Background: an optimization exercise with open tools, aiming at small area and a short achievable clock period. Do not read the settings as production practice. Function was checked by simulation only, so behaviour that the tests miss may differ from the original. Power figures rest on the tool's default switching activity, not on a simulated workload.

===== constraint.sdc =====
create_clock -name core_clock -period 14.0 [get_ports {CLK}]
set_input_delay 2.8000 -clock core_clock [delete_from_list [all_inputs] [get_ports {CLK}]]
set_output_delay 2.8000 -clock core_clock [all_outputs]
set_load 0.01 [all_outputs]

===== flow/io.tcl =====
# Keep RSTN and IREQ (IREQ = RSTN through the two port buffers) side by side.
set_io_pin_constraint -pin_names {RSTN IREQ} -group -order

===== design.v =====
module REGFILE (
    input  wire          CLK,
    input  wire          RSTN,
    input  wire          WE,
    input  wire [4:0]    WA,
    input  wire [31:0]   DI,
    output wire [1023:0] Q,         
    output wire [31:0]   VALID,     
    output wire [31:0]   CONSIG,
    output wire [31:0]   CONSIG_D    
);
    reg [31:0] r31;
    reg [30:0] valid;
    reg [31*32-1:0] rf;
    wire [31:0] wdec = WE ? (32'd1 << WA) : 32'd0;
    integer w;
    always @(posedge CLK) begin
        for (w = 0; w < 31; w = w + 1)
            if (wdec[w]) rf[w*32 +: 32] <= DI;
    end
    always @(posedge CLK or negedge RSTN) begin
        if (!RSTN) begin
            valid <= 31'd0;
            r31   <= 32'd0;
        end else begin
            valid <= valid | wdec[30:0];
            if (wdec[31]) r31 <= DI;
        end
    end
    assign Q      = {r31, rf};
    assign VALID  = {1'b1, valid};
    assign CONSIG = r31;
    assign CONSIG_D = wdec[31] ? DI : r31;
endmodule
module RFREAD (
    input  wire [32:0]      S,
    input  wire [33*32-1:0] D,
    output reg  [31:0]      Y
);
    integer k;
    always @(*) begin
        Y = 32'd0;
        for (k = 0; k < 33; k = k + 1)
            Y = Y | ({32{S[k]}} & D[k*32 +: 32]);
    end
endmodule
module OPMUX (
    input  wire [31:0] E,
    input  wire        S,
    input  wire [31:0] L,
    output wire [31:0] Y
);
    assign Y = E | ({32{S}} & L);
endmodule
module ADD32SK (
    input  wire [31:0] a,
    input  wire [31:0] b,
    input  wire        ci,
    output wire [31:0] s
);
    wire [31:0] p = a ^ b;
    wire [31:0] g0 = a & b;
    wire [31:0] g = {g0[31:1], g0[0] | (p[0] & ci)};
    reg  [31:0] G, P;
    integer l, i, j;
    always @(*) begin
        G = g; P = p;
        for (l = 0; l < 5; l = l + 1)
            for (i = 0; i < 32; i = i + 1)
                if (i[l]) begin
                    j = ((i >> l) << l) - 1;
                    G[i] = G[i] | (P[i] & G[j]);
                    P[i] = P[i] & P[j];
                end
    end
    assign s = p ^ {G[30:0], ci};
endmodule
module SHIFT32 (
    input  wire [31:0] X,
    input  wire        REV,
    input  wire [4:0]  S,
    input  wire [31:0] MK,
    input  wire        FILL,
    output wire [31:0] Y
);
    reg [31:0] SX;
    integer i;
    always @(*)
        for (i = 0; i < 32; i = i + 1) SX[i] = REV ? X[31-i] : X[i];
    wire [63:0] SS = {SX, SX} >> S;
    assign Y = (SS[31:0] & MK) | ({32{FILL}} & ~MK);
endmodule
module RISC_TOY (
    input  wire        CLK,
    input  wire        RSTN,
    output wire        IREQ,
    output wire [29:0] IADDR,
    input  wire [31:0] INSTR,
    output wire        DREQ,
    output wire [1:0]  DRW,
    output wire [29:0] DADDR,
    output wire [31:0] DWDATA,
    output wire [31:0] CONSIG,
    output wire [31:0] CONSIG_D,
    input  wire [31:0] DRDATA
);
    reg [31:0] PC, PC_ID;
    reg        jump_d;               
    reg [31:0] RD1_EX, RD2_EX, IMM_EX;
    reg        RW_EX, DREQ_EX, LD_EX;                    
    reg        BAL_EX, BZ_EX, BNZ_EX, BPOS_EX, BNEG_EX;   
    reg        DRW0_EX, LDRES_EX, LINK_EX;
    reg [4:0]  RAC_EX;
    reg [3:0]  SA_EX, SB_EX;         
    reg [5:0]  SBB_EX;               
    reg        SHREG_EX;             
    reg [4:0]  SHIMM_EX;
    reg        OP_ADD, OP_SUB;
    reg [3:0]  LUT_EX;      
    reg        OP_SHL, OP_LSR, OP_ASR, OP_ROR, OP_PC;
    reg [31:0] ALU_MEM, RD2_MEM;
    reg        RW_MEM, DREQ_MEM;                         
    reg [1:0]  DRW_MEM;
    reg [4:0]  RAC_MEM;
    reg        LDRES_MEM, LINK_MEM;
    reg [31:0] WBVAL;
    reg        RW_WB;                                    
    reg [4:0]  RAC_WB;
    reg        LD_WB;
    wire [31:0] RESULT_WB = LD_WB ? DRDATA : WBVAL;
    wire [4:0] op = INSTR[31:27];
    wire [4:0] fa = INSTR[26:22];
    wire [4:0] fb = INSTR[21:17];
    wire [4:0] fc = INSTR[16:12];
    wire isADD  = op == 5'b00000;
    wire isADDI = op == 5'b00001;
    wire isSUB  = op == 5'b00010;
    wire isNEG  = op == 5'b00011;
    wire isNOT  = op == 5'b00100;
    wire isAND  = op == 5'b00101;
    wire isANDI = op == 5'b00110;
    wire isOR   = op == 5'b00111;
    wire isORI  = op == 5'b01000;
    wire isXOR  = op == 5'b01001;
    wire isLSR  = op == 5'b01010;
    wire isASR  = op == 5'b01011;
    wire isSHL  = op == 5'b01100;
    wire isROR  = op == 5'b01101;
    wire isMOVI = op == 5'b01110;
    wire isJ    = op == 5'b01111;
    wire isJL   = op == 5'b10000;
    wire isBR   = op == 5'b10001;
    wire isBRL  = op == 5'b10010;
    wire isST   = op == 5'b10011;
    wire isSTR  = op == 5'b10100;
    wire isLD   = op == 5'b10101;
    wire isLDR  = op == 5'b10110;
    wire isLDIP = op == 5'b10111;
    wire isSTIP = op == 5'b11000;
    wire regwrite = isADD | isADDI | isSUB | isNEG | isNOT | isAND | isANDI | isOR |
                    isORI | isXOR | isLSR | isASR | isSHL | isROR | isMOVI | isJL |
                    isBRL | isLD | isLDR;
    wire memreq   = isST | isSTR | isLD | isLDR | isLDIP | isSTIP;
    wire isload   = isLD | isLDR | isLDIP;                   
    wire drw0     = isLDIP | isSTIP;                         
    wire branch   = isBR | isBRL;
    wire jump     = isJ | isJL;
    wire pcrel    = isLDR | isSTR;
    wire useimm   = isADDI | isANDI | isORI | isMOVI | isJ | isJL | isST | isSTR |
                    isLD | isLDR | isLDIP | isSTIP;
    wire nn  = isNEG | isNOT;
    wire stx = isST | isSTR;
    function mA;    
        input [4:0] R;
        input nn_, str_;
        input [4:0] fb_, fc_;
        mA = ~str_ & (nn_ ? (fc_ == R) : (fb_ == R));
    endfunction
    function mB;    
        input [4:0] R;
        input nn_, stx_;
        input [4:0] fa_, fc_;
        mB = stx_ ? (fa_ == R) : (~nn_ & (fc_ == R));
    endfunction
    wire taken;
    wire flush = taken | jump_d;
    wire hz    = LD_EX & (RAC_EX != 5'd0) &
                 (mA(RAC_EX, nn, isSTR, fb, fc) | mB(RAC_EX, nn, stx, fa, fc));
    wire vld   = ~taken & ~jump_d & ~hz;     
    wire [31:0] sext17 = {{15{INSTR[16]}}, INSTR[16:0]};
    wire [31:0] zext17 = {15'd0, INSTR[16:0]};
    wire [31:0] sext22 = {{10{INSTR[21]}}, INSTR[21:0]};
    wire [31:0] zext22 = {10'd0, INSTR[21:0]};
    wire [31:0] P4_ID  = PC_ID + 32'd4;
    wire        tbase  = ~(INSTR[31] & INSTR[29]);
    wire [31:0] target;
    ADD32SK u_tadd (.a(tbase ? P4_ID : PC_ID), .b(sext22), .ci(1'b0), .s(target));
    reg [31:0] imm_ID;
    always @(*) begin
        if (jump)                      imm_ID = P4_ID;       
        else if (isBRL)                imm_ID = PC_ID;       
        else if (isST | isLD)          imm_ID = (fb == 5'b11111) ? zext17 : sext17;
        else if (isSTR | isLDR)        imm_ID = target;      
        else if (isLDIP | isSTIP)      imm_ID = zext22;
        else                           imm_ID = sext17;
    end
    wire [1023:0] rf_q;
    wire [31:0]   rf_valid;
    REGFILE u_rf (
        .CLK(CLK), .RSTN(RSTN),
        .WE(RW_WB), .WA(RAC_WB), .DI(RESULT_WB),
        .Q(rf_q), .VALID(rf_valid),
        .CONSIG(CONSIG), .CONSIG_D(CONSIG_D)
    );
    wire fwd1 = RW_WB & (RAC_WB != 5'd0) & mA(RAC_WB, nn, isSTR, fb, fc);
    wire fwd2 = RW_WB & (RAC_WB != 5'd0) & mB(RAC_WB, nn, stx, fa, fc);
    wire [31:0] decfa = 32'd1 << fa;
    wire [31:0] decfb = 32'd1 << fb;
    wire [31:0] decfc = 32'd1 << fc;
    wire [31:0] wbm   = RW_WB ? ((32'd1 << RAC_WB) & 32'hFFFFFFFE) : 32'd0;
    wire [31:0] rmask = rf_valid & ~wbm;
    wire [31:0] dec1  = (nn ? decfc : decfb) & rmask;
    wire [31:0] dec2  = (stx ? decfa : nn ? 32'd0 : decfc) & rmask;
    wire [32:0] sel1 = {fwd1, dec1};
    wire [32:0] sel2 = {fwd2, dec2};
    wire [31:0] RD1_ID, RD2_ID;
    RFREAD u_rd1 (.S(sel1), .D({RESULT_WB, rf_q}), .Y(RD1_ID));
    RFREAD u_rd2 (.S(sel2), .D({RESULT_WB, rf_q}), .Y(RD2_ID));
    wire fmA = RW_EX  & (RAC_EX  != 5'd0) & mA(RAC_EX,  nn, isSTR, fb, fc);
    wire fwA = RW_MEM & (RAC_MEM != 5'd0) & mA(RAC_MEM, nn, isSTR, fb, fc);
    wire fmB = RW_EX  & (RAC_EX  != 5'd0) & mB(RAC_EX,  nn, stx, fa, fc);
    wire fwB = RW_MEM & (RAC_MEM != 5'd0) & mB(RAC_MEM, nn, stx, fa, fc);
    wire zeroA = (fb == 5'b11111);
    wire [3:0] sa_ID = pcrel ? 4'b0000 :      
                       zeroA ? 4'b0000 :
                       fmA   ? 4'b0010 :
                       fwA   ? (LDRES_MEM ? 4'b1000 : 4'b0100) : 4'b0001;
    wire [3:0] sb_ID = fmB   ? 4'b0010 :
                       fwB   ? (LDRES_MEM ? 4'b1000 : 4'b0100) : 4'b0001;
    wire [31:0] A_EX;
    wire [31:0] PCp4 = PC + 32'd4;
    wire [31:0] pc_base = (hz & ~jump_d) ? PC : (jump & ~jump_d) ? target : PCp4;
    wire [31:0] pc_next = taken ? A_EX : pc_base;
    always @(posedge CLK or negedge RSTN) begin
        if (!RSTN) begin
            PC     <= 32'd0;
            PC_ID  <= 32'd0;
            jump_d <= 1'b0;
        end else begin
            PC     <= pc_next;
            PC_ID  <= flush ? 32'd0 : hz ? PC_ID : PC;
            jump_d <= jump & ~flush;
        end
    end
    assign IREQ  = RSTN ? 1'b1 : 1'b0;
    assign IADDR = PC[29:0];
    wire [2:0] bc = INSTR[2:0];
    always @(posedge CLK or negedge RSTN) begin
        if (!RSTN) begin
            RW_EX   <= 1'b0;
            DREQ_EX <= 1'b0;
            LD_EX   <= 1'b0;
            BAL_EX  <= 1'b0;
            BZ_EX   <= 1'b0;
            BNZ_EX  <= 1'b0;
            BPOS_EX <= 1'b0;
            BNEG_EX <= 1'b0;
        end else begin
            RW_EX   <= vld & regwrite;
            DREQ_EX <= vld & memreq;
            LD_EX   <= vld & isload;
            BAL_EX  <= vld & branch & (bc == 3'b001);
            BZ_EX   <= vld & branch & (bc == 3'b010);
            BNZ_EX  <= vld & branch & (bc == 3'b011);
            BPOS_EX <= vld & branch & (bc == 3'b100);
            BNEG_EX <= vld & branch & (bc == 3'b101);
        end
    end
    always @(posedge CLK) begin
        RD1_EX    <= RD1_ID;
        RD2_EX    <= RD2_ID;
        IMM_EX    <= imm_ID;
        RAC_EX    <= fa;
        DRW0_EX   <= drw0;
        LDRES_EX  <= isload;
        LINK_EX   <= isJL | isBRL;
        SA_EX     <= isNEG ? 4'b0000 : sa_ID;
        SB_EX     <= sb_ID;
        SBB_EX    <= isNEG ? {sa_ID[0], 1'b0, sa_ID[3:1], 1'b0} : useimm ? 6'b010000 : {2'b00, sb_ID};
        SHREG_EX  <= INSTR[5];
        SHIMM_EX  <= INSTR[4:0];
        OP_ADD    <= isADD | isADDI | isST | isSTR | isLD | isLDR;
        OP_SUB    <= isSUB | isNEG;
        LUT_EX    <= (isAND | isANDI)                     ? 4'b1000 :
                     (isOR | isORI)                       ? 4'b1110 :
                     isXOR                                ? 4'b0110 :
                     isNOT                                ? 4'b0011 :
                     (isMOVI | branch | isLDIP | isSTIP)  ? 4'b1010 : 4'b0000;
        OP_PC     <= isJL;      
        OP_SHL    <= isSHL;
        OP_LSR    <= isLSR;
        OP_ASR    <= isASR;
        OP_ROR    <= isROR;
    end
    wire [31:0] A_e  = ({32{SA_EX[0]}} & RD1_EX)  | ({32{SA_EX[1]}} & ALU_MEM) |
                       ({32{SA_EX[2]}} & WBVAL);
    wire [31:0] R2_e = ({32{SB_EX[0]}} & RD2_EX)  | ({32{SB_EX[1]}} & ALU_MEM) |
                       ({32{SB_EX[2]}} & WBVAL);
    wire [31:0] B_e  = ({32{SBB_EX[0]}} & RD2_EX)  | ({32{SBB_EX[1]}} & ALU_MEM) |
                       ({32{SBB_EX[2]}} & WBVAL)   | ({32{SBB_EX[4]}} & IMM_EX) |
                       ({32{SBB_EX[5]}} & RD1_EX);
    wire [31:0] A, R2, B;
    OPMUX u_opa (.E(A_e),  .S(SA_EX[3]),  .L(DRDATA), .Y(A));
    OPMUX u_opr (.E(R2_e), .S(SB_EX[3]),  .L(DRDATA), .Y(R2));
    OPMUX u_opb (.E(B_e),  .S(SBB_EX[3]), .L(DRDATA), .Y(B));
    assign A_EX = A;
    wire r2z = (R2_e == 32'd0) & (~SB_EX[3] | (DRDATA == 32'd0));
    wire r2s = R2_e[31] | (SB_EX[3] & DRDATA[31]);
    assign taken = BAL_EX | (BZ_EX & r2z) | (BNZ_EX & ~r2z) |
                   (BPOS_EX & ~r2s) | (BNEG_EX & r2s);
    wire [31:0] Y   = B ^ {32{OP_SUB}};
    wire [31:0] SUM;
    ADD32SK u_sum (.a(A), .b(Y), .ci(OP_SUB), .s(SUM));
    wire [4:0] sh = SHREG_EX ? R2[4:0] : SHIMM_EX;
    function [31:0] rev32;
        input [31:0] v;
        integer i;
        begin
            for (i = 0; i < 32; i = i + 1) rev32[i] = v[31-i];
        end
    endfunction
    wire [31:0] MK = (32'hFFFFFFFF >> sh) | {32{OP_ROR}};    
    wire [31:0] SHR;
    SHIFT32 u_shf (.X(A), .REV(OP_SHL), .S(sh), .MK(MK), .FILL(OP_ASR & A[31]), .Y(SHR));
    reg [31:0] LOGIC;
    integer li;
    always @(*) for (li = 0; li < 32; li = li + 1) LOGIC[li] = LUT_EX[{A[li], B[li]}];
    wire [31:0] alu =
        ({32{OP_ADD | OP_SUB}} & SUM) |
        LOGIC |
        ({32{OP_PC}}    & PC) |
        ({32{OP_SHL}}   & rev32(SHR)) |
        ({32{OP_LSR | OP_ASR | OP_ROR}} & SHR) |
        32'd0;
    always @(posedge CLK or negedge RSTN) begin
        if (!RSTN) begin
            RW_MEM   <= 1'b0;
            DREQ_MEM <= 1'b0;
        end else begin
            RW_MEM   <= RW_EX;
            DREQ_MEM <= DREQ_EX;
        end
    end
    always @(posedge CLK) begin
        ALU_MEM   <= alu;
        RD2_MEM   <= LINK_EX ? IMM_EX : R2;    
        DRW_MEM   <= {LD_EX, DRW0_EX};
        RAC_MEM   <= RAC_EX;
        LDRES_MEM <= LDRES_EX;
        LINK_MEM  <= LINK_EX;
    end
    assign DREQ   = DREQ_MEM;
    assign DRW    = DRW_MEM;
    assign DADDR  = ALU_MEM[29:0];
    assign DWDATA = RD2_MEM;
    always @(posedge CLK or negedge RSTN) begin
        if (!RSTN) RW_WB <= 1'b0;
        else       RW_WB <= RW_MEM;
    end
    always @(posedge CLK) begin
        WBVAL  <= LINK_MEM ? RD2_MEM : ALU_MEM;
        RAC_WB <= RAC_MEM;
        LD_WB  <= LDRES_MEM;
    end
endmodule
module MAC10 (
    input  wire [9:0] acc,
    input  wire [3:0] a,
    input  wire [3:0] b,
    output wire [9:0] s
);
    wire t1 = acc[3] ^ (a[1] & b[2]);
    wire t2 = acc[3] & (a[1] & b[2]);
    wire t3 = acc[4] ^ (a[2] & b[2]) ^ ~(a[3] & b[1]);
    wire t4 = (acc[4] & (a[2] & b[2])) | (acc[4] & ~(a[3] & b[1])) | ((a[2] & b[2]) & ~(a[3] & b[1]));
    wire t5 = acc[2] ^ (a[0] & b[2]);
    wire t6 = acc[2] & (a[0] & b[2]);
    wire t7 = (a[2] & b[1]) ^ ~(a[3] & b[0]) ^ ~(a[0] & b[3]);
    wire t8 = ((a[2] & b[1]) & ~(a[3] & b[0])) | ((a[2] & b[1]) & ~(a[0] & b[3])) | (~(a[3] & b[0]) & ~(a[0] & b[3]));
    wire t9 = ~(a[1] & b[3]) ^ 1'b1 ^ t3;
    wire t10 = (~(a[1] & b[3]) & 1'b1) | (~(a[1] & b[3]) & t3) | (1'b1 & t3);
    wire t11 = acc[5] ^ ~(a[3] & b[2]) ^ ~(a[2] & b[3]);
    wire t12 = (acc[5] & ~(a[3] & b[2])) | (acc[5] & ~(a[2] & b[3])) | (~(a[3] & b[2]) & ~(a[2] & b[3]));
    wire t13 = acc[1] ^ (a[0] & b[1]);
    wire t14 = acc[1] & (a[0] & b[1]);
    wire t15 = (a[1] & b[1]) ^ (a[2] & b[0]) ^ t5;
    wire t16 = ((a[1] & b[1]) & (a[2] & b[0])) | ((a[1] & b[1]) & t5) | ((a[2] & b[0]) & t5);
    wire t17 = t1 ^ t7 ^ t6;
    wire t18 = (t1 & t7) | (t1 & t6) | (t7 & t6);
    wire t19 = t2 ^ t9 ^ t8;
    wire t20 = (t2 & t9) | (t2 & t8) | (t9 & t8);
    wire t21 = t4 ^ t11 ^ t10;
    wire t22 = (t4 & t11) | (t4 & t10) | (t11 & t10);
    wire t23 = acc[6] ^ (a[3] & b[3]) ^ t12;
    wire t24 = (acc[6] & (a[3] & b[3])) | (acc[6] & t12) | ((a[3] & b[3]) & t12);
    wire t25 = acc[7] ^ 1'b1;
    wire t26 = acc[7] & 1'b1;
    wire t27 = acc[8] ^ 1'b1;
    wire t28 = acc[8] & 1'b1;
    wire t29 = acc[9] ^ 1'b1;
    wire t30 = acc[9] & 1'b1;
    wire [9:0] x = {t29, t27, t25, t23, t21, t19, t17, t15, (a[1] & b[0]), acc[0]};
    wire [9:0] y = {t28, t26, t24, t22, t20, t18, t16, t14, t13, (a[0] & b[0])};
    wire [10:0] c; assign c[0] = 1'b0;
    genvar i; generate for (i = 0; i < 10; i = i + 1) begin : g
        assign s[i] = x[i] ^ y[i] ^ c[i];
        assign c[i+1] = (x[i] & y[i]) | (x[i] & c[i]) | (y[i] & c[i]);
    end endgenerate
endmodule
module CUSTOM_IP (
    input  wire        CLK,
    input  wire        RSTN,
    input  wire [31:0] IPIN,
    input  wire [31:0] CON,
    input  wire [31:0] CON_D,    
    output wire [31:0] IPOUT
);
    wire start_bit = CON[2];
    wire is_3x3    = CON[0];
    wire init_bit  = CON[1];
    reg        receiving_enable, computing_enable;
    reg [2:0]  cnt;
    reg [13:0] exec_oh;       
    reg        clr_mac, update_ready;
    reg [1:0]  mac_enable;
    reg        last_start_bit;
    reg        zrows;
    reg [15:0] buf0, buf1, buf2, buf3, buf4, buf5, buf6, buf7;
    wire start_evt = start_bit & ~last_start_bit & ~receiving_enable & ~computing_enable;
    always @(posedge CLK or negedge RSTN) begin
        if (!RSTN) begin
            receiving_enable <= 1'b0;
            computing_enable <= 1'b0;
            cnt              <= 3'd0;
            exec_oh          <= 14'd1;
            clr_mac          <= 1'b0;
            update_ready     <= 1'b0;
            mac_enable       <= 2'b00;
            last_start_bit   <= 1'b0;
            zrows            <= 1'b0;
        end else begin
            last_start_bit <= start_bit;
            if (init_bit) begin
                receiving_enable <= 1'b0;
                computing_enable <= 1'b0;
                cnt              <= 3'd0;
                exec_oh          <= 14'd1;
            end
            if (start_evt) begin
                receiving_enable <= 1'b1;
                cnt              <= 3'd1;
                zrows            <= 1'b0;
            end else if (receiving_enable) begin
                if (cnt == 3'd7) begin
                    receiving_enable <= 1'b0;
                    cnt              <= 3'd0;
                    computing_enable <= 1'b1;
                    exec_oh          <= 14'd1;
                    if (init_bit) zrows <= 1'b1;
                end else begin
                    cnt <= cnt + 3'd1;
                end
            end
            if (computing_enable && !init_bit) begin
                exec_oh <= {exec_oh[12:0], 1'b0};
                if (exec_oh[0]) begin
                    clr_mac      <= 1'b1;
                    update_ready <= 1'b1;
                    mac_enable   <= is_3x3 ? 2'b01 : 2'b11;
                end else if (exec_oh[1]) begin
                    clr_mac <= 1'b0;
                end else if (exec_oh[13]) begin
                    computing_enable <= 1'b0;
                    update_ready     <= 1'b0;
                    mac_enable       <= 2'b00;
                    exec_oh          <= 14'd1;
                end
            end else if (init_bit) begin
                clr_mac      <= 1'b1;
                update_ready <= 1'b1;
                mac_enable   <= is_3x3 ? 2'b01 : 2'b11;
            end else begin
                clr_mac      <= 1'b0;
                update_ready <= 1'b0;
                mac_enable   <= 2'b00;
            end
        end
    end
    wire [15:0] wdata = (is_3x3 && receiving_enable && (cnt == 3'd3 || cnt == 3'd7)) ? 16'd0 : IPIN[15:0];
    wire [7:0]  wrow  = start_evt ? 8'd1 : receiving_enable ? (8'd1 << cnt) : 8'd0;
    always @(posedge CLK) begin
        if (wrow[0]) buf0 <= wdata;
        if (wrow[1]) buf1 <= wdata;
        if (wrow[2]) buf2 <= wdata;
        if (wrow[3]) buf3 <= wdata;
        if (wrow[4]) buf4 <= wdata;
        if (wrow[5]) buf5 <= wdata;
        if (wrow[6]) buf6 <= wdata;
        if (wrow[7]) buf7 <= wdata;
    end
    wire [15:0] row [0:7];
    assign row[0] = buf0;
    assign row[1] = buf1;
    assign row[2] = buf2;
    assign row[3] = buf3;
    assign row[4] = buf4;
    assign row[5] = buf5;
    assign row[6] = buf6;
    assign row[7] = buf7;
    wire [13:0] d = exec_oh;
    reg [3:0] a_in_row [0:3];
    reg [3:0] b_in_col [0:3];
    integer r, c, t;
    always @(*) begin
        for (r = 0; r < 4; r = r + 1) begin
            a_in_row[r] = 4'd0;
            for (t = 0; t < 4; t = t + 1)
                if (d[r + t + 2] && !zrows && !(is_3x3 && (r == 3 || t == 3)))
                    a_in_row[r] = a_in_row[r] | row[r][t*4 +: 4];
        end
        for (c = 0; c < 4; c = c + 1) begin
            b_in_col[c] = 4'd0;
            for (t = 0; t < 4; t = t + 1)
                if (d[c + t + 2] && !(zrows && t != 3) && !(is_3x3 && c == 3))
                    b_in_col[c] = b_in_col[c] | row[4 + t][c*4 +: 4];
        end
    end
    reg  [63:0]  a_q, b_q;
    reg  [159:0] acc_q;
    reg  [1:0]   gvalid;
    wire [63:0]  pa, pb;
    wire [15:0]  en;
    wire [159:0] acc_d;
    genvar gi, gj;
    generate
        for (gi = 0; gi < 4; gi = gi + 1) begin : g_i
            for (gj = 0; gj < 4; gj = gj + 1) begin : g_j
                localparam integer N = gi * 4 + gj;
                wire [9:0] macs;
                assign en[N] = (gi == 3 || gj == 3) ? mac_enable[1] : mac_enable[0];
                if (gj == 0) begin : g_a0
                    assign pa[N*4 +: 4] = a_in_row[gi];
                end else begin : g_a1
                    assign pa[N*4 +: 4] = a_q[(N-1)*4 +: 4];
                end
                if (gi == 0) begin : g_b0
                    assign pb[N*4 +: 4] = b_in_col[gj];
                end else begin : g_b1
                    assign pb[N*4 +: 4] = b_q[(N-4)*4 +: 4];
                end
                MAC10 u_mac (.acc(acc_q[N*10 +: 10]), .a(pa[N*4 +: 4]), .b(pb[N*4 +: 4]), .s(macs));
                assign acc_d[N*10 +: 10] = clr_mac ? 10'd0 : macs;
            end
        end
    endgenerate
    reg  [1:0] flush;
    always @(posedge CLK or negedge RSTN) begin
        if (!RSTN)               flush <= 2'd3;
        else if (flush != 2'd0)  flush <= flush - 2'd1;
    end
    wire fl = (flush != 2'd0);
    integer m;
    always @(posedge CLK) begin
        for (m = 0; m < 16; m = m + 1)
            if (en[m] | fl) begin
                a_q[m*4 +: 4] <= pa[m*4 +: 4];
                b_q[m*4 +: 4] <= pb[m*4 +: 4];
            end
    end
    integer q;
    always @(posedge CLK) begin
        for (q = 0; q < 16; q = q + 1)
            if (en[q] & update_ready) acc_q[q*10 +: 10] <= acc_d[q*10 +: 10];
    end
    always @(posedge CLK or negedge RSTN) begin
        if (!RSTN) gvalid <= 2'b00;
        else       gvalid <= gvalid | (mac_enable & {2{update_ready & clr_mac}});
    end
    wire [1:0]  gvalid_d = gvalid | (mac_enable & {2{update_ready & clr_mac}});
    wire [3:0]  sel_d    = {CON_D[7:6], CON_D[5:4]};
    wire        selg_d   = (CON_D[7:6] == 2'd3) | (CON_D[5:4] == 2'd3);
    wire        on_d     = CON_D[8] & gvalid_d[selg_d];
    reg  [15:0] rsel;
    always @(posedge CLK or negedge RSTN) begin
        if (!RSTN) rsel <= 16'd0;
        else       rsel <= on_d ? (16'd1 << sel_d) : 16'd0;
    end
    reg [9:0] cval;
    integer s;
    always @(*) begin
        cval = 10'd0;
        for (s = 0; s < 16; s = s + 1)
            cval = cval | ({10{rsel[s]}} & acc_q[s*10 +: 10]);
    end
    assign IPOUT = {{22{cval[9]}}, cval};
endmodule
module RISC_TOY_SYS (
    input  wire          CLK,
    input  wire          RSTN,
    output wire          IREQ,
    output wire [29:0]   IADDR,
    input  wire [31:0]   INSTR,
    output wire          DREQ,
    output wire [1:0]    DRW,
    output wire [29:0]   DADDR,
    output wire [31:0]   DWDATA,
    input  wire [31:0]   DRDATA,
    output wire [31:0]   CONSIG,
    input  wire [31:0]   IPIN,
    output wire [31:0]   IPOUT
);
    wire [31:0] consig_d;    
    RISC_TOY u_core (
        .CLK    (CLK),
        .RSTN   (RSTN),
        .IREQ   (IREQ),
        .IADDR  (IADDR),
        .INSTR  (INSTR),
        .DREQ   (DREQ),
        .DRW    (DRW),
        .DADDR  (DADDR),
        .DWDATA (DWDATA),
        .CONSIG (CONSIG),
        .CONSIG_D (consig_d),
        .DRDATA (DRDATA)
    );
    CUSTOM_IP u_ip (
        .CLK    (CLK),
        .RSTN   (RSTN),
        .IPIN   (IPIN),
        .CON    (CONSIG),
        .CON_D  (consig_d),
        .IPOUT  (IPOUT)
    );
endmodule

===== config.mk =====
export PLATFORM = sky130hd
export DESIGN_NAME = RISC_TOY_SYS
export DESIGN_NICKNAME = RISC_TOY_SYS
export VERILOG_FILES = /design/flow/design.v
export SDC_FILE = /design/flow/constraint.sdc
export NUM_CORES = 8
export LEC_CHECK = 0
export CAP_MARGIN = 25
export CORE_MARGIN = 2
export CORE_UTILIZATION = 55
export CTS_BUF_LIST = sky130_fd_sc_hd__clkbuf_8
export CTS_CLUSTER_DIAMETER = 80
export CTS_CLUSTER_SIZE = 14
export SETUP_SLACK_MARGIN = 0.2
export SLEW_MARGIN = 25

===== flow/gen_gl.py =====
#!/usr/bin/env python3
"""Writes gate-level (sky130hd cells) versions of two RTL modules, used by
flow/run.sh in place of the RTL ones:
  RFREAD (rtl/model.v): 33-way one-hot AND-OR, 32 bits (a222oi tree);
  OPMUX (rtl/stage_EX.v): Y = E | (S & L), 32 bits (one a21o per bit);
  SHIFT32 (rtl/stage_EX.v): the shifter, Y = MK ? ROR(REV ? reverse(X) : X,
  S) : FILL, as 2:1 muxes (mux2 for the reversal, mux2i for the rest)."""
import sys
P = "sky130_fd_sc_hd__"
NT, W = 33, 32
o = ["// Generated by flow/gen_gl.py for the own flow.",
     "module RFREAD (S, D, Y);",
     f"  input [{NT-1}:0] S;",
     f"  input [{NT*W-1}:0] D;",
     f"  output [{W-1}:0] Y;"]
for b in range(W):
    o.append(f"  wire [10:0] n{b};")
    o.append(f"  wire [2:0] p{b};")
    for g in range(11):
        t = [3*g, 3*g+1, 3*g+2]
        o.append(f"  {P}a222oi_1 a{b}_{g} (.A1(S[{t[0]}]), .A2(D[{t[0]*W+b}]), .B1(S[{t[1]}]), .B2(D[{t[1]*W+b}]), .C1(S[{t[2]}]), .C2(D[{t[2]*W+b}]), .Y(n{b}[{g}]));")
    o.append(f"  {P}nand4_1 q{b}_0 (.A(n{b}[0]), .B(n{b}[1]), .C(n{b}[2]), .D(n{b}[3]), .Y(p{b}[0]));")
    o.append(f"  {P}nand4_1 q{b}_1 (.A(n{b}[4]), .B(n{b}[5]), .C(n{b}[6]), .D(n{b}[7]), .Y(p{b}[1]));")
    o.append(f"  {P}nand3_1 q{b}_2 (.A(n{b}[8]), .B(n{b}[9]), .C(n{b}[10]), .Y(p{b}[2]));")
    o.append(f"  {P}or3_1 r{b} (.A(p{b}[0]), .B(p{b}[1]), .C(p{b}[2]), .X(Y[{b}]));")
o.append("endmodule")
o += ["module OPMUX (E, S, L, Y);",
      "  input [31:0] E;", "  input S;", "  input [31:0] L;", "  output [31:0] Y;"]
for b in range(32):
    o.append(f"  {P}a21o_1 m{b} (.A1(S), .A2(L[{b}]), .B1(E[{b}]), .X(Y[{b}]));")
o.append("endmodule")
o += ["module SHIFT32 (X, REV, S, MK, FILL, Y);",
      "  input [31:0] X;", "  input REV;", "  input [4:0] S;", "  input [31:0] MK;",
      "  input FILL;", "  output [31:0] Y;"]
# reversal (mux2), five rotate-right stages by 1, 2, 4, 8, 16 (inverting
# mux2i: the rotation comes out inverted), then the mask stage (mux2i of the
# inverted rotation and the inverted fill)
o.append("  wire [31:0] n0, n1, n2, n3, n4, n5;")
o.append("  wire fn;")
o.append(f"  {P}inv_1 fi (.A(FILL), .Y(fn));")
for i in range(32):
    o.append(f"  {P}mux2_1 v{i} (.A0(X[{i}]), .A1(X[{31-i}]), .S(REV), .X(n0[{i}]));")
for k in range(5):
    src, dst = f"n{k}", f"n{k+1}"
    for i in range(32):
        o.append(f"  {P}mux2i_1 r{k}_{i} (.A0({src}[{i}]), .A1({src}[{(i + (1 << k)) % 32}]), .S(S[{k}]), .Y({dst}[{i}]));")
for i in range(32):
    o.append(f"  {P}mux2i_1 m{i} (.A0(fn), .A1(n5[{i}]), .S(MK[{i}]), .Y(Y[{i}]));")
o.append("endmodule")
open(sys.argv[1], "w").write("\n".join(o) + "\n")

===== standard.sh =====
#!/bin/bash
# synth_recipe.tcl (not shown) runs the flow's synth.tcl, then flattens the netlist and writes it again
# the make line also repeats each setting of config.mk as NAME=value (left out here)
make -C /OpenROAD-flow-scripts/flow DESIGN_CONFIG=/design/flow/config.mk WORK_HOME=/design/flow/orfs CLKGATE_MAP_FILE= SYNTH_SCRIPT=/design/flow/synth_recipe.tcl "${@:-finish}"

===== flow/run.sh =====
#!/bin/bash
# Own flow for RISC_TOY_SYS. Runs in the standard flow's work folder (design.v,
# config.mk, standard.sh, synth_recipe.tcl, flow/, out/).
#  1. design_gl.v: design.v with three combinational modules replaced by
#     gate-level ones (flow/gen_gl.py): the register file's read selector
#     (RFREAD, an a222oi AND-OR tree), the EX operand selector's last gate
#     (OPMUX, a21o) and the shifter (SHIFT32, mux2/mux2i). They have no
#     registers, so the registers are the standard synthesis's.
#  2. Synthesis is synth_recipe.tcl with the ABC pass called through a Tcl
#     proc (same arguments; the script is flow/abc.script if present).
#  3. the standard layout (standard.sh) with small port buffers
#     (buf_2) instead of buffer_ports' default delay cells, and repair_timing
#     aimed below the clock period (the SDC is unchanged); clock tree
#     synthesis without dummy loads; RSTN and IREQ pins side by side
#     (flow/io.tcl).
# Each tool's output goes to a log file of its own here.
set -euo pipefail
W=$(pwd)
python3 flow/gen_gl.py "$W/rfread_gl.v" > gen_gl.log 2>&1
python3 - "$W/design.v" "$W/rfread_gl.v" "$W/design_gl.v" > design_gl.log 2>&1 <<'PY'
import re, sys
src = open(sys.argv[1]).read()
gl = open(sys.argv[2]).read()
for m in ("RFREAD", "OPMUX", "SHIFT32"):
    pat = re.compile(r"\bmodule\s+" + m + r"\b.*?\bendmodule\b", re.S)
    assert len(pat.findall(src)) == 1, m + " not found exactly once"
    src = pat.sub("", src)
open(sys.argv[3], "w").write(src + "\n" + gl)
print("design_gl.v written")
PY
# ABC: ORFS's script, or flow/abc.script when there is one
if [[ -f flow/abc.script ]]; then
  ABCP="set i [lsearch \$args -script]; if {\$i >= 0} { lset args [expr {\$i+1}] $W/flow/abc.script }; "
else
  ABCP=""
fi
{
  echo 'proc synth {args} { yosys synth -nofsm -noshare {*}$args }'
  echo "proc abc {args} { ${ABCP}yosys abc {*}\$args }"
  tail -n +2 synth_recipe.tcl
} > my_synth.tcl
bash standard.sh \
  "VERILOG_FILES=$W/design_gl.v" \
  "SYNTH_SCRIPT=$W/my_synth.tcl" \
  "BUFFER_PORTS_ARGS=-buffer_cell sky130_fd_sc_hd__buf_2" \
  "SETUP_SLACK_MARGIN=8.4" \
  "IO_CONSTRAINTS=$W/flow/io.tcl" \
  "CTS_ARGS=-sink_clustering_enable -repair_clock_nets -sink_clustering_size 14 -sink_clustering_max_diameter 80 -buf_list sky130_fd_sc_hd__clkbuf_8 -dont_use_dummy_load" \
  finish > standard_flow.log 2>&1

==> results of run 1 <==
metrics by stage:
step	worst slack (ps)	area, µm²	utilization
finish	8190	97800	0.602
global route	8180	97800	0.602
CTS	8190	96800	0.596
detailed placement	6830	94200	0.580
global placement	6680	94000	0.579
floorplan	8300	90100	-
worst paths after layout:
| kind | startpoint | end | slack [ps] | cells after the start |
|---|---|---|---|---|
| min in group asynchronous | RSTN | u_core.u_rf.valid[30] | 1750 | 1 |
| worst min register to register | u_core.LDRES_EX | u_core.LDRES_MEM | 350 | 0 |
| max in group asynchronous | RSTN | u_core.PC_ID[26] | 9920 | 4 |
| worst max-delay path | RSTN | IREQ | 8190 | 2 |
| worst max register to register | u_ip.exec_oh[4] | u_ip.acc_q[89] | 8490 | 19 |
| worst min-delay path | u_core.LDRES_EX | u_core.LDRES_MEM | 350 | 0 |
flip-flops by register name, indices dropped and copies added (netlist names), 48 cells and up:
register and cells:
u_core.u_rf.rf 992, u_ip.b_q 48, u_ip.a_q 48, u_ip.acc_q 160
logic make-up after synthesis:
logic type / after synthesis
buffers and inverters: 737
AND/OR/NAND/NOR: 1584
flip-flops: 1805
AO/OA/AOI/OAI: 1687
multiplexers: 400
XOR/XNOR: 187
other: 1
adder cells (fa/ha/maj): 414
power breakdown:
part	leakage (nW)	internal [W]	switching (W)	total, W
combinational	18.3	0.00199	0.00313	0.00512
sequential	16.9	0.00686	0.000952	0.00781
clock	1.09	0.000970	0.00173	0.00270
total	36.4	0.00982	0.00582	0.0156
cells in the mapped netlist, types with 8 or more instances:
cell	number
mux2_2	128
nand3b_1	12
a31oi_1	44
dfxtp_1	246
o21bai_1	10
mux4_2	31
a22oi_1	90
nor3_1	76
xnor2_1	83
a211oi_1	35
nand2b_1	37
xor2_1	104
and2_1	153
nor2_1	316
o31ai_1	11
o21a_1	12
nor3b_1	21
nor2b_1	140
nor4_1	21
a22o_1	102
mux2_1	32
nand2_1	352
a222oi_1	831
nand4_1	173
a21oi_1	151
o211ai_1	8
buf_4	116
o22ai_1	21
and3_1	25
buf_2	13
nand3_1	121
a21o_1	125
or2_2	31
clkbuf_1	207
ha_1	148
mux2i_1	209
buf_1	28
edfxtp_1	1376
fa_1	266
dfrtp_1	180
or3_1	81
o21ai_0	136
inv_1	371
a221oi_1	51
routing by layer:
| metal | wire (µm) | vias to the layer above |
|---|---|---|
| li1 | - | 27875 |
| met1 | 127000 | 34621 |
| met5 | 120 | - |
| met4 | 25000 | 20 |
| met3 | 42900 | 933 |
| met2 | 152000 | 4968 |
final cells by class:
| type | count | area, µm² |
|---|---|---|
| well taps | 2175 | 2720 |
| diodes | 43 | 108 |
| inverters | 373 | 1420 |
| repair inverters | 1 | 7.51 |
| clock buffers | 152 | 2090 |
| flip-flops and latches | 1805 | 50900 |
| repair buffers | 485 | 3590 |
| multi-input cells | 4274 | 37000 |
| fillers | 13157 | 64600 |
repair_timing:
| item | in CTS | in global routing |
|---|---|---|
| pin swaps | 9 | 59 |
| endpoints found under the setup margin | 170 | 92 |
| gates cloned | 4 | 3 |
| buffers inserted | 17 | 43 |
| gates resized for setup | 66 | 108 |
==> impl_metrics.xml, run 1 <==
<?xml version="1.0" encoding="UTF-8"?>
<metrics>
  <group name="status">
    <metric name="status" unit="">no timing/DRC/antenna violations</metric>
  </group>
  <group name="timing">
    <metric name="clock-skew-final" unit="ps">139</metric>
    <metric name="final.hold.worst_slack" unit="ps">348</metric>
    <metric name="clock.fmax" unit="GHz">0.172</metric>
    <metric name="hold_viol_final" unit="">0</metric>
    <metric name="worst_slew_slack_as_a_fraction_of_its_limit" unit="">0.190</metric>
    <metric name="worst_pin_slew" unit="ps">1210</metric>
    <metric name="final-max-slew-violation-count" unit="">0</metric>
    <metric name="fin_setup_tns" unit="ps">0</metric>
    <metric name="final-setup-viol-count" unit="">0</metric>
    <metric name="finalWorstPathRequiredPeriod" unit="ps">5810</metric>
    <metric name="rsz_0062_raised_after_global_routing" unit="">yes</metric>
    <metric name="fin_crit_sh" unit="">0.415</metric>
  </group>
  <group name="clocking">
    <metric name="cts_tree" unit="">built</metric>
    <metric name="cts-buffers-inserted" unit="">152</metric>
    <metric name="cts.reportedPaths.clkPinSlew" unit="ps">80</metric>
    <metric name="clk-insertion-delay-late" unit="ps">1000</metric>
    <metric name="clock_sinks" unit="">1805</metric>
    <metric name="cts_max_path_buffers" unit="">3</metric>
    <metric name="cts.htree.levels" unit="">4</metric>
    <metric name="cts_hold_buffers" unit="">0</metric>
    <metric name="clk_root_buffer_cell" unit="">clkbuf_8</metric>
  </group>
  <group name="yosys">
    <metric name="synth_enable_flop_cells" unit="">1376</metric>
    <metric name="syn_avg_cell_area" unit="µm²">13.2</metric>
    <metric name="largest_family_of_logic_cells_by_synthesized_area" unit="">compound AO/OA/AOI/OAI gates</metric>
    <metric name="ys_types" unit="">81</metric>
    <metric name="synth-main-ff-cell" unit="">edfxtp_1</metric>
    <metric name="yosys.area_share.adder" unit="">0.0799</metric>
    <metric name="syn_inst" unit="">6815</metric>
    <metric name="synth.cell_area" unit="mm²">0.0898</metric>
    <metric name="synthTopCellsByArea" unit="">edfxtp_1 46%, a222oi_1 9.3%, fa_1 5.9%, dfxtp_1 5.5%, dfrtp_1 5.0%</metric>
    <metric name="synth.mux.area_fraction" unit="">0.0511</metric>
    <metric name="ys_warn_count" unit="">6</metric>
    <metric name="synth-xor-area-share" unit="">0.0182</metric>
    <metric name="synth.top_cell.area_share" unit="">0.460</metric>
    <metric name="yosysSeqAreaShare" unit="">0.566</metric>
    <metric name="ys_seq_elements" unit="">1805</metric>
    <metric name="post_synth_and_or_nand_nor_area_fraction" unit="">0.0902</metric>
    <metric name="synth_largest_area_cell" unit="">edfxtp_1</metric>
    <metric name="synth_compound_area_frac" unit="">0.159</metric>
    <metric name="asyncSetResetFlopFracSynth" unit="">0.101</metric>
  </group>
  <group name="detailed_routing">
    <metric name="vias_per_cell" unit="">7.35</metric>
    <metric name="drt_wl_total" unit="µm">348000</metric>
    <metric name="drt_iter0_markers" unit="">14744</metric>
    <metric name="drt-wirelength-per-cell" unit="µm">37.4</metric>
    <metric name="drt_first_pass_iters" unit="">14</metric>
    <metric name="drt.antenna.violating_nets" unit="">0</metric>
    <metric name="vias" unit="">68417</metric>
    <metric name="drcViolationCount" unit="">0</metric>
  </group>
  <group name="layout">
    <metric name="final_common_cell" unit="">edfxtp_1</metric>
    <metric name="layout.nets" unit="">7604</metric>
    <metric name="commonest_non_fill_non_tap_cells_in_the_layout" unit="">1376 x edfxtp_1, 831 x a222oi_1, 356 x inv_1</metric>
    <metric name="layout-drive-gt1-share" unit="">0.154</metric>
    <metric name="stdcell_count" unit="">9308</metric>
    <metric name="syn_to_final_growth" unit="%">8.94</metric>
  </group>
  <group name="global_route">
    <metric name="grt_pass1_wl" unit="µm">483000</metric>
    <metric name="groute.layer.met3.usage" unit="">0.102</metric>
    <metric name="antenna_found_initial" unit="">44</metric>
    <metric name="grt_start_max_net_pins" unit="">88</metric>
    <metric name="grt_use_total" unit="">0.405</metric>
    <metric name="grt_busiest_layer" unit="">met2</metric>
    <metric name="met2_usage_in_global_routing" unit="">0.603</metric>
    <metric name="gr-usage-met1" unit="">0.534</metric>
    <metric name="grt_pass1_vias" unit="">65517</metric>
    <metric name="globalRouteOverflowTotal" unit="">0</metric>
  </group>
  <group name="floorplan">
    <metric name="chipWidth" unit="µm">408</metric>
    <metric name="die_y" unit="µm">408</metric>
    <metric name="core_region_area" unit="mm²">0.162</metric>
    <metric name="effective_utilization_at_floorplan" unit="">0.553</metric>
    <metric name="die_area" unit="mm²">0.166</metric>
    <metric name="top_level_ports" unit="">258</metric>
    <metric name="number_of_placement_rows" unit="">148</metric>
  </group>
  <group name="setup_path">
    <metric name="critical_path.max_stage_delay" unit="ps">110</metric>
    <metric name="path_buf_inv" unit="">2</metric>
    <metric name="timing.critical_path.required" unit="ps">11200</metric>
    <metric name="worstPathMaxFanout" unit="">3</metric>
    <metric name="data_arrival_critical_path" unit="ps">3010</metric>
    <metric name="worst-setup-path-type" unit="">input pin to output port</metric>
    <metric name="endpoint_kind" unit="">output port</metric>
    <metric name="cpMaxStageDelayCell" unit="">buf_6</metric>
    <metric name="start_kind" unit="">input pin</metric>
    <metric name="kind_of_cell_adding_the_most_delay_to_the_critical_path" unit="">buffers and inverters</metric>
    <metric name="path_cells" unit="">buf_16 -&gt; buf_6</metric>
  </group>
  <group name="power_and_ir_drop">
    <metric name="design_power_total" unit="W">0.0156</metric>
    <metric name="cellLeakagePower" unit="nW">36.4</metric>
    <metric name="p_per_area" unit="mW/mm²">160</metric>
    <metric name="vdd_drop_max" unit="mV">0.111</metric>
  </group>
  <group name="place">
    <metric name="placedCellCount" unit="">9041</metric>
    <metric name="gp_routability_congestion" unit="">1.00</metric>
    <metric name="placement.io_buffers" unit="">241</metric>
    <metric name="dp_hpwl" unit="µm">226000</metric>
  </group>
  <group name="worst_hold_path">
    <metric name="hold_class" unit="">register to register</metric>
  </group>
  <group name="flow_run">
    <metric name="drv_cap" unit="">0</metric>
  </group>
</metrics>
==> run 2: changes to the inputs <==
--- a/flow/run.sh
+++ b/flow/run.sh
@@ -44,5 +44,5 @@
   "SYNTH_SCRIPT=$W/my_synth.tcl" \
   "BUFFER_PORTS_ARGS=-buffer_cell sky130_fd_sc_hd__buf_2" \
-  "SETUP_SLACK_MARGIN=8.4" \
+  "SETUP_SLACK_MARGIN=8.45" \
   "IO_CONSTRAINTS=$W/flow/io.tcl" \
   "CTS_ARGS=-sink_clustering_enable -repair_clock_nets -sink_clustering_size 14 -sink_clustering_max_diameter 80 -buf_list sky130_fd_sc_hd__clkbuf_8 -dont_use_dummy_load" \
==> impl_metrics.xml, run 2 <==
<?xml version="1.0" encoding="UTF-8"?>
<metrics>
  <group name="status">
    <metric name="status" unit="">no timing/DRC/antenna violations</metric>
  </group>
  <group name="setup_path">
    <metric name="data_arrival_critical_path" unit="ps">3010</metric>
    <metric name="start_kind" unit="">input pin</metric>
    <metric name="worst-setup-path-type" unit="">input pin to output port</metric>
    <metric name="worstPathMaxFanout" unit="">4</metric>
    <metric name="cpMaxStageDelayCell" unit="">buf_6</metric>
    <metric name="path_buf_inv" unit="">2</metric>
    <metric name="endpoint_kind" unit="">output port</metric>
    <metric name="critical_path.max_stage_delay" unit="ps">110</metric>
    <metric name="path_cells" unit="">buf_16 -&gt; buf_6</metric>
    <metric name="timing.critical_path.required" unit="ps">11200</metric>
    <metric name="kind_of_cell_adding_the_most_delay_to_the_critical_path" unit="">buffers and inverters</metric>
  </group>
  <group name="layout">
    <metric name="largest_register_ff_count" unit="">992</metric>
    <metric name="reg_top3" unit="">u_core.u_rf.rf (992), u_ip.acc_q (160)</metric>
    <metric name="max_flop_register" unit="">u_core.u_rf.rf</metric>
    <metric name="final_common_cell" unit="">edfxtp_1</metric>
    <metric name="layout-drive-gt1-share" unit="">0.157</metric>
    <metric name="commonest_non_fill_non_tap_cells_in_the_layout" unit="">1376 x edfxtp_1, 831 x a222oi_1, 350 x inv_1</metric>
    <metric name="syn_to_final_growth" unit="%">9.19</metric>
    <metric name="layout.nets" unit="">7604</metric>
  </group>
  <group name="yosys">
    <metric name="yosys.area_share.adder" unit="">0.0799</metric>
    <metric name="synth.top_cell.area_share" unit="">0.460</metric>
    <metric name="synthTopCellsByArea" unit="">edfxtp_1 46%, a222oi_1 9.3%, fa_1 5.9%, dfxtp_1 5.5%, dfrtp_1 5.0%</metric>
    <metric name="syn_inst" unit="">6815</metric>
    <metric name="synth_compound_area_frac" unit="">0.159</metric>
    <metric name="yosysSeqAreaShare" unit="">0.566</metric>
    <metric name="synth.cell_area" unit="mm²">0.0898</metric>
    <metric name="post_synth_and_or_nand_nor_area_fraction" unit="">0.0902</metric>
    <metric name="ys_types" unit="">81</metric>
    <metric name="asyncSetResetFlopFracSynth" unit="">0.101</metric>
    <metric name="largest_family_of_logic_cells_by_synthesized_area" unit="">compound AO/OA/AOI/OAI gates</metric>
    <metric name="synth-xor-area-share" unit="">0.0182</metric>
    <metric name="synth.most_common_cell" unit="">edfxtp_1</metric>
    <metric name="synth_largest_area_cell" unit="">edfxtp_1</metric>
    <metric name="ys_warn_count" unit="">6</metric>
    <metric name="synth_enable_flop_cells" unit="">1376</metric>
    <metric name="ys_top_cells_by_count" unit="">1376 x edfxtp_1, 831 x a222oi_1, 371 x inv_1</metric>
    <metric name="synth-main-ff-cell" unit="">edfxtp_1</metric>
    <metric name="synth.mux.area_fraction" unit="">0.0511</metric>
    <metric name="ys_seq_elements" unit="">1805</metric>
    <metric name="syn_avg_cell_area" unit="µm²">13.2</metric>
  </group>
  <group name="clocking">
    <metric name="clk-insertion-delay-late" unit="ps">1000</metric>
    <metric name="cts_tree" unit="">built</metric>
    <metric name="clock_sinks" unit="">1805</metric>
    <metric name="cts.htree.levels" unit="">4</metric>
    <metric name="cts_max_path_buffers" unit="">3</metric>
    <metric name="cts.reportedPaths.clkPinSlew" unit="ps">100</metric>
    <metric name="cts-buffers-inserted" unit="">153</metric>
    <metric name="clk_root_buffer_cell" unit="">clkbuf_8</metric>
  </group>
  <group name="place">
    <metric name="worst_setup_timing_slack_at_the_placement_stage" unit="ps">6780</metric>
    <metric name="placement.io_buffers" unit="">241</metric>
    <metric name="gp_routability_congestion" unit="">1.02</metric>
    <metric name="dp_hpwl" unit="µm">222000</metric>
  </group>
  <group name="floorplan">
    <metric name="number_of_placement_rows" unit="">148</metric>
    <metric name="effective_utilization_at_floorplan" unit="">0.553</metric>
    <metric name="chipWidth" unit="µm">408</metric>
    <metric name="core_region_area" unit="mm²">0.162</metric>
    <metric name="top_level_ports" unit="">258</metric>
    <metric name="die_y" unit="µm">408</metric>
    <metric name="die_area" unit="mm²">0.166</metric>
  </group>
  <group name="power_and_ir_drop">
    <metric name="vdd_drop_max" unit="mV">0.113</metric>
    <metric name="p_per_area" unit="mW/mm²">160</metric>
    <metric name="design_power_total" unit="W">0.0157</metric>
    <metric name="cellLeakagePower" unit="nW">36.4</metric>
  </group>
  <group name="detailed_routing">
    <metric name="drt_first_pass_iters" unit="">15</metric>
    <metric name="drt-wirelength-per-cell" unit="µm">37.1</metric>
    <metric name="drt_iter0_markers" unit="">14233</metric>
    <metric name="vias" unit="">68442</metric>
    <metric name="vias_per_cell" unit="">7.36</metric>
    <metric name="drt_wl_total" unit="µm">345000</metric>
    <metric name="drcViolationCount" unit="">0</metric>
    <metric name="drt.antenna.violating_nets" unit="">0</metric>
  </group>
  <group name="timing">
    <metric name="clock-skew-final" unit="ps">130</metric>
    <metric name="setup_slack" unit="ps">8190</metric>
    <metric name="worst_pin_slew" unit="ps">1150</metric>
    <metric name="worst_slew_slack_as_a_fraction_of_its_limit" unit="">0.235</metric>
    <metric name="clock.fmax" unit="GHz">0.172</metric>
    <metric name="final-setup-viol-count" unit="">0</metric>
    <metric name="fin_setup_tns" unit="ps">0</metric>
    <metric name="fin_crit_sh" unit="">0.415</metric>
    <metric name="hold_viol_final" unit="">0</metric>
    <metric name="finalWorstPathRequiredPeriod" unit="ps">5810</metric>
    <metric name="rsz_0062_raised_after_global_routing" unit="">yes</metric>
    <metric name="final-max-slew-violation-count" unit="">0</metric>
  </group>
  <group name="global_route">
    <metric name="antenna_found_initial" unit="">38</metric>
    <metric name="grt_pass1_vias" unit="">65367</metric>
    <metric name="globalRouteOverflowTotal" unit="">0</metric>
    <metric name="grt_start_max_net_pins" unit="">77</metric>
    <metric name="grt_use_total" unit="">0.404</metric>
    <metric name="grt_pass1_wl" unit="µm">481000</metric>
  </group>
  <group name="worst_hold_path">
    <metric name="hold_class" unit="">register to register</metric>
  </group>
  <group name="flow_run">
    <metric name="drv_cap" unit="">0</metric>
  </group>
</metrics>
## run 2: layout make-up
cell class / count / area, µm²
Timing Repair inverter: 1 / 7.51
Clock buffer: 153 / 2110
Timing Repair Buffer: 484 / 3630
Antenna cell: 32 / 80.1
Tap cell: 2175 / 2720
Fill cell: 12925 / 64400
Sequential cell: 1805 / 50900
Multi-Input combinational cell: 4274 / 37200
Inverter: 373 / 1430
## run 2: power breakdown
group,switching [W],internal (W)
Clock,0.00173,0.000976
Combinational,0.00313,0.00202
Sequential,0.000953,0.00686
## run 2: final timing paths
kind                                 start                   to  slack (ps)  cells after the start
min in group asynchronous             RSTN  u_core.u_rf.r31[21]        1780                      1
max in group asynchronous             RSTN        u_core.PC[21]       10320                      4
min                        u_core.LDRES_EX     u_core.LDRES_MEM         350                      0
max                                   RSTN                 IREQ        8190                      2
max reg2reg                     u_ip.zrows        u_ip.acc_q[9]        8580                     22
min reg2reg                u_core.LDRES_EX     u_core.LDRES_MEM         350                      0
## run 2: through the flow
| stage | hold WS, ps | util | area (µm²) | cells |
|---|---|---|---|---|
| floorplan | 310 | - | 90100 | 6815 |
| global placement | 315 | 0.579 | 94000 | 9025 |
| detailed placement | 320 | 0.580 | 94200 | 9034 |
| CTS | 350 | 0.597 | 97000 | 9219 |
| global route | 350 | 0.603 | 98000 | 9283 |
| finish | 345 | 0.604 | 98000 | 9297 |
## run 2: repair_timing
action,4_1_cts,5_1_grt
pin swaps,12,70
endpoints found under the setup margin,195,85
hold buffers,0,0
cloned,5,5
gates resized for setup,86,125
buffers inserted,27,37
## run 2: logic make-up after synthesis
kind of cell,count (synthesis)
flops,1805
xor+xnor,187
mux,400
compound gates,1687
simple gates,1584
buf+inv,737
fa+ha+maj,414
other cells,1
## run 2: routing by layer
metal	global-route usage	part of all wire	vias to the layer above
li1	-	-	27873
met1	0.530	0.36	34345
met2	0.593	0.43	5227
met3	0.111	0.13	983
met4	0.261	0.073	14
met5	0	0.00019	-
==> run 3: changes to the inputs <==
--- a/flow/run.sh
+++ b/flow/run.sh
@@ -12,5 +12,6 @@
 #     (buf_2) instead of buffer_ports' default delay cells, and repair_timing
 #     aimed below the clock period (the SDC is unchanged); clock tree
-#     synthesis without dummy loads; RSTN and IREQ pins side by side
+#     synthesis without dummy loads; the floorplan step only removes
+#     synthesis buffers (no timing repair before placement); RSTN and IREQ pins side by side
 #     (flow/io.tcl).
 # Each tool's output goes to a log file of its own here.
@@ -44,5 +45,6 @@
   "SYNTH_SCRIPT=$W/my_synth.tcl" \
   "BUFFER_PORTS_ARGS=-buffer_cell sky130_fd_sc_hd__buf_2" \
-  "SETUP_SLACK_MARGIN=8.45" \
+  "SETUP_SLACK_MARGIN=8.4" \
+  "REMOVE_ABC_BUFFERS=1" \
   "IO_CONSTRAINTS=$W/flow/io.tcl" \
   "CTS_ARGS=-sink_clustering_enable -repair_clock_nets -sink_clustering_size 14 -sink_clustering_max_diameter 80 -buf_list sky130_fd_sc_hd__clkbuf_8 -dont_use_dummy_load" \
==> impl_metrics.xml, run 3 <==
<?xml version="1.0" encoding="UTF-8"?>
<metrics>
  <group name="layout">
    <metric name="largest_register_ff_count" unit="">992</metric>
    <metric name="layout.nets" unit="">7598</metric>
    <metric name="area_occupied_by_multi_input_gates" unit="mm²">0.0370</metric>
    <metric name="stdcell_count" unit="">9299</metric>
    <metric name="layout-drive-gt1-share" unit="">0.151</metric>
    <metric name="layout.area.seq" unit="mm²">0.0509</metric>
    <metric name="final_common_cell" unit="">edfxtp_1</metric>
    <metric name="commonest_non_fill_non_tap_cells_in_the_layout" unit="">1376 x edfxtp_1, 831 x a222oi_1, 355 x inv_1</metric>
    <metric name="reg_top3" unit="">u_core.u_rf.rf (992), u_ip.acc_q (160)</metric>
    <metric name="syn_to_final_growth" unit="%">8.74</metric>
    <metric name="layout.filler_cells" unit="">13038</metric>
    <metric name="max_flop_register" unit="">u_core.u_rf.rf</metric>
  </group>
  <group name="yosys">
    <metric name="synth.top_cell.area_share" unit="">0.460</metric>
    <metric name="yosysSeqAreaShare" unit="">0.566</metric>
    <metric name="synth_largest_area_cell" unit="">edfxtp_1</metric>
    <metric name="ys_top_cells_by_count" unit="">1376 x edfxtp_1, 831 x a222oi_1, 371 x inv_1</metric>
    <metric name="syn_inst" unit="">6815</metric>
    <metric name="ys_seq_elements" unit="">1805</metric>
    <metric name="synthTopCellsByArea" unit="">edfxtp_1 46%, a222oi_1 9.3%, fa_1 5.9%, dfxtp_1 5.5%, dfrtp_1 5.0%</metric>
    <metric name="syn_avg_cell_area" unit="µm²">13.2</metric>
    <metric name="ys_types" unit="">81</metric>
    <metric name="asyncSetResetFlopFracSynth" unit="">0.101</metric>
    <metric name="synth.most_common_cell" unit="">edfxtp_1</metric>
    <metric name="synth_enable_flop_cells" unit="">1376</metric>
    <metric name="synth-main-ff-cell" unit="">edfxtp_1</metric>
    <metric name="synth.cell_area" unit="mm²">0.0898</metric>
    <metric name="ys_warn_count" unit="">6</metric>
  </group>
  <group name="power_and_ir_drop">
    <metric name="power_report.internal_total" unit="W">0.00982</metric>
    <metric name="power.combinational.fraction" unit="">0.328</metric>
    <metric name="p_seq_frac" unit="">0.499</metric>
    <metric name="net-switching-power" unit="W">0.00582</metric>
    <metric name="vdd_drop_max" unit="mV">0.163</metric>
    <metric name="cellLeakagePower" unit="nW">36.3</metric>
    <metric name="p_per_area" unit="mW/mm²">160</metric>
    <metric name="switching_share_of_total_power" unit="">0.372</metric>
    <metric name="power_frac_clock" unit="">0.172</metric>
  </group>
  <group name="floorplan">
    <metric name="number_of_placement_rows" unit="">148</metric>
    <metric name="effective_utilization_at_floorplan" unit="">0.553</metric>
    <metric name="core_region_area" unit="mm²">0.162</metric>
    <metric name="die_area" unit="mm²">0.166</metric>
    <metric name="chipWidth" unit="µm">408</metric>
    <metric name="die_y" unit="µm">408</metric>
    <metric name="top_level_ports" unit="">258</metric>
  </group>
  <group name="timing">
    <metric name="clock-skew-final" unit="ps">123</metric>
    <metric name="worst_slew_slack_as_a_fraction_of_its_limit" unit="">0.205</metric>
    <metric name="hold_viol_final" unit="">0</metric>
    <metric name="rsz_0062_raised_after_global_routing" unit="">yes</metric>
    <metric name="final-setup-viol-count" unit="">0</metric>
    <metric name="fin_setup_tns" unit="ps">0</metric>
    <metric name="clock.fmax" unit="GHz">0.172</metric>
    <metric name="final.hold.worst_slack" unit="ps">328</metric>
    <metric name="fin_crit_sh" unit="">0.415</metric>
    <metric name="final-max-slew-violation-count" unit="">0</metric>
    <metric name="finalWorstPathRequiredPeriod" unit="ps">5810</metric>
    <metric name="worst_pin_slew" unit="ps">1190</metric>
  </group>
  <group name="clocking">
    <metric name="clk_root_buffer_cell" unit="">clkbuf_8</metric>
    <metric name="clock_sinks" unit="">1805</metric>
    <metric name="cts-buffers-inserted" unit="">151</metric>
    <metric name="cts_tree" unit="">built</metric>
    <metric name="cts_max_path_buffers" unit="">3</metric>
    <metric name="cts_hold_buffers" unit="">0</metric>
    <metric name="clk-insertion-delay-late" unit="ps">990</metric>
    <metric name="cts.reportedPaths.clkPinSlew" unit="ps">90</metric>
    <metric name="cts.htree.levels" unit="">4</metric>
  </group>
  <group name="detailed_routing">
    <metric name="drcViolationCount" unit="">0</metric>
    <metric name="route.met3.wl" unit="µm">43800</metric>
    <metric name="routed.top_layer" unit="">met5</metric>
    <metric name="m1WireLength" unit="µm">127000</metric>
    <metric name="wl_met2" unit="µm">150000</metric>
    <metric name="drt.antenna.violating_nets" unit="">0</metric>
    <metric name="vias_per_cell" unit="">7.37</metric>
    <metric name="drt_wl_total" unit="µm">346000</metric>
    <metric name="drt_first_pass_iters" unit="">15</metric>
    <metric name="vias" unit="">68575</metric>
    <metric name="drt_iter0_markers" unit="">14118</metric>
    <metric name="drt-wirelength-per-cell" unit="µm">37.2</metric>
  </group>
  <group name="place">
    <metric name="placement.io_buffers" unit="">241</metric>
    <metric name="placedCellCount" unit="">9055</metric>
    <metric name="dp_hpwl" unit="µm">224000</metric>
    <metric name="gp_routability_congestion" unit="">0.978</metric>
  </group>
  <group name="setup_path">
    <metric name="start_kind" unit="">input pin</metric>
    <metric name="critical_path.max_stage_delay" unit="ps">110</metric>
    <metric name="worst-path-stages" unit="">2</metric>
    <metric name="path_cells" unit="">buf_16 -&gt; buf_6</metric>
    <metric name="timing.critical_path.required" unit="ps">11200</metric>
    <metric name="endpoint_kind" unit="">output port</metric>
    <metric name="kind_of_cell_adding_the_most_delay_to_the_critical_path" unit="">buffers and inverters</metric>
    <metric name="data_arrival_critical_path" unit="ps">3010</metric>
    <metric name="cpMaxStageDelayCell" unit="">buf_6</metric>
    <metric name="worst-setup-path-type" unit="">input pin to output port</metric>
    <metric name="worstPathMaxFanout" unit="">3</metric>
    <metric name="path_buf_inv" unit="">2</metric>
    <metric name="worst_r2r_path_depth" unit="">20</metric>
  </group>
  <group name="global_route">
    <metric name="grt_pass1_vias" unit="">65090</metric>
    <metric name="grt_use_total" unit="">0.405</metric>
    <metric name="globalRouteOverflowTotal" unit="">0</metric>
    <metric name="grt_start_max_net_pins" unit="">96</metric>
    <metric name="grt_pass1_wl" unit="µm">481000</metric>
    <metric name="antenna_found_initial" unit="">33</metric>
  </group>
  <group name="worst_hold_path">
    <metric name="hold_class" unit="">register to register</metric>
    <metric name="timing.hold.worst_path_depth" unit="">0</metric>
  </group>
  <group name="flow_run">
    <metric name="drv_cap" unit="">0</metric>
  </group>
  <group name="status">
    <metric name="status" unit="">no timing/DRC/antenna violations</metric>
  </group>
</metrics>
==> run 3: cell counts after synthesis <==
No cell type changed its count.
==> run 3: final timing paths <==
kind	from	end	slack, ps
max in group asynchronous	RSTN	u_core.PC_ID[19]	10240
max	RSTN	IREQ	8190
min	u_core.DREQ_EX	u_core.DREQ_MEM	330
max reg2reg	u_ip.exec_oh[4]	u_ip.acc_q[89]	8510
min reg2reg	u_core.DREQ_EX	u_core.DREQ_MEM	330
min in group asynchronous	RSTN	u_core.u_rf.r31[23]	1780
==> run 3: power groups by stage <==
stage          logic, W  clock network (W)  registers, W
2_1_floorplan   0.00313                  0       0.00747
3_3_place_gp    0.00478                  0       0.00785
3_5_place_dp    0.00491                  0       0.00786
4_1_cts         0.00499            0.00271       0.00775
5_1_grt         0.00561            0.00288       0.00784
6_report        0.00513            0.00270       0.00781
==> run 3: kinds of logic after synthesis <==
logic type      share of synthesized area
fa+ha+maj                          0.0799
xor+xnor                           0.0182
buf+inv                            0.0358
compound gates                      0.159
flops                               0.566
mux                                0.0511
other cells                     0.0000418
simple gates                       0.0902
==> run 3: per-stage QoR <==
stage	setup WS (ps)	area, µm²	utilization	total power [W]
final	8190	97600	0.601	0.0156
after CTS	8190	96700	0.595	0.0155
after floorplan	4600	88000	-	0.0106
after detailed placement	6240	94200	0.580	0.0128
after global placement	6300	94000	0.579	0.0126
after global routing	8180	97600	0.601	0.0163
==> run 3: cell type report <==
| cell class | count | area share |
|---|---|---|
| clock buffers | 151 | 0.0213 |
| repair buffers | 481 | 0.0351 |
| well taps | 2175 | 0.0279 |
| diodes | 40 | 0.00103 |
| multi-input cells | 4274 | 0.379 |
| inverters | 373 | 0.0145 |
| flip-flops and latches | 1805 | 0.521 |
==> run 3: worst register-to-register path: cells and delay by family (launching register included) <==
family | cells | cell delay [ps]
AOI/OAI and AO/OA | 2 | 820
DFF | 1 | 440
and+or+nand+nor | 2 | 280
xor gates and xnor gates | 2 | 300
buffers and inverters | 6 | 560
adders and majority gates | 8 | 2860
==> run 3: metal layers <==
layer,global-route usage,up-vias
met5,0,-
li1,-,27863
met1,0.534,34593
met4,0.257,16
met2,0.597,5148
met3,0.105,955
==> run 3: what timing repair did <==
action,in CTS,in global routing
gates cloned,3,4
setup endpoints to repair,138,112
buffers inserted,12,33
gates resized for setup,72,127
pin swaps,14,74

[what the ideal ports hide]
The flow's constraints put no driver on any port. The routed layouts listed below were extracted and timed again, unchanged, in two steps.
Step 1: set_driving_cell puts a clkbuf_16 on CLK and a buf_2 on each other input, an assumption about the parent block.
Step 2 adds t to the input delays and takes it off the output delays; t is the mean of the earliest and latest rising clock arrival at the registers after step 1. Input paths then give back, and output paths get back, about the clock's delay inside the block.
a / b / c = ideal ports / drivers / drivers and shift; a / b = the first two.
run | t (ns) | slack for setup (ns) | worst setup path after step 2 | latest minus earliest clock arrival (ns) | worst slew at a driven data input, ns
run 1 | 1.026 | 8.189 / 7.921 / 7.290 | input to register | 0.139 / 0.139 | 0.35
run 2 | 1.018 | 8.189 / 7.917 / 7.297 | input to register | 0.131 / 0.131 | 0.36
run 3 | 1.022 | 8.189 / 7.971 / 7.240 | input to register | 0.124 / 0.123 | 0.28
After both steps setup and hold are still met in every run listed. For run 3, which loses most, drivers alone change the setup slack by -0.218 ns; drivers and shift together by -0.949 ns.
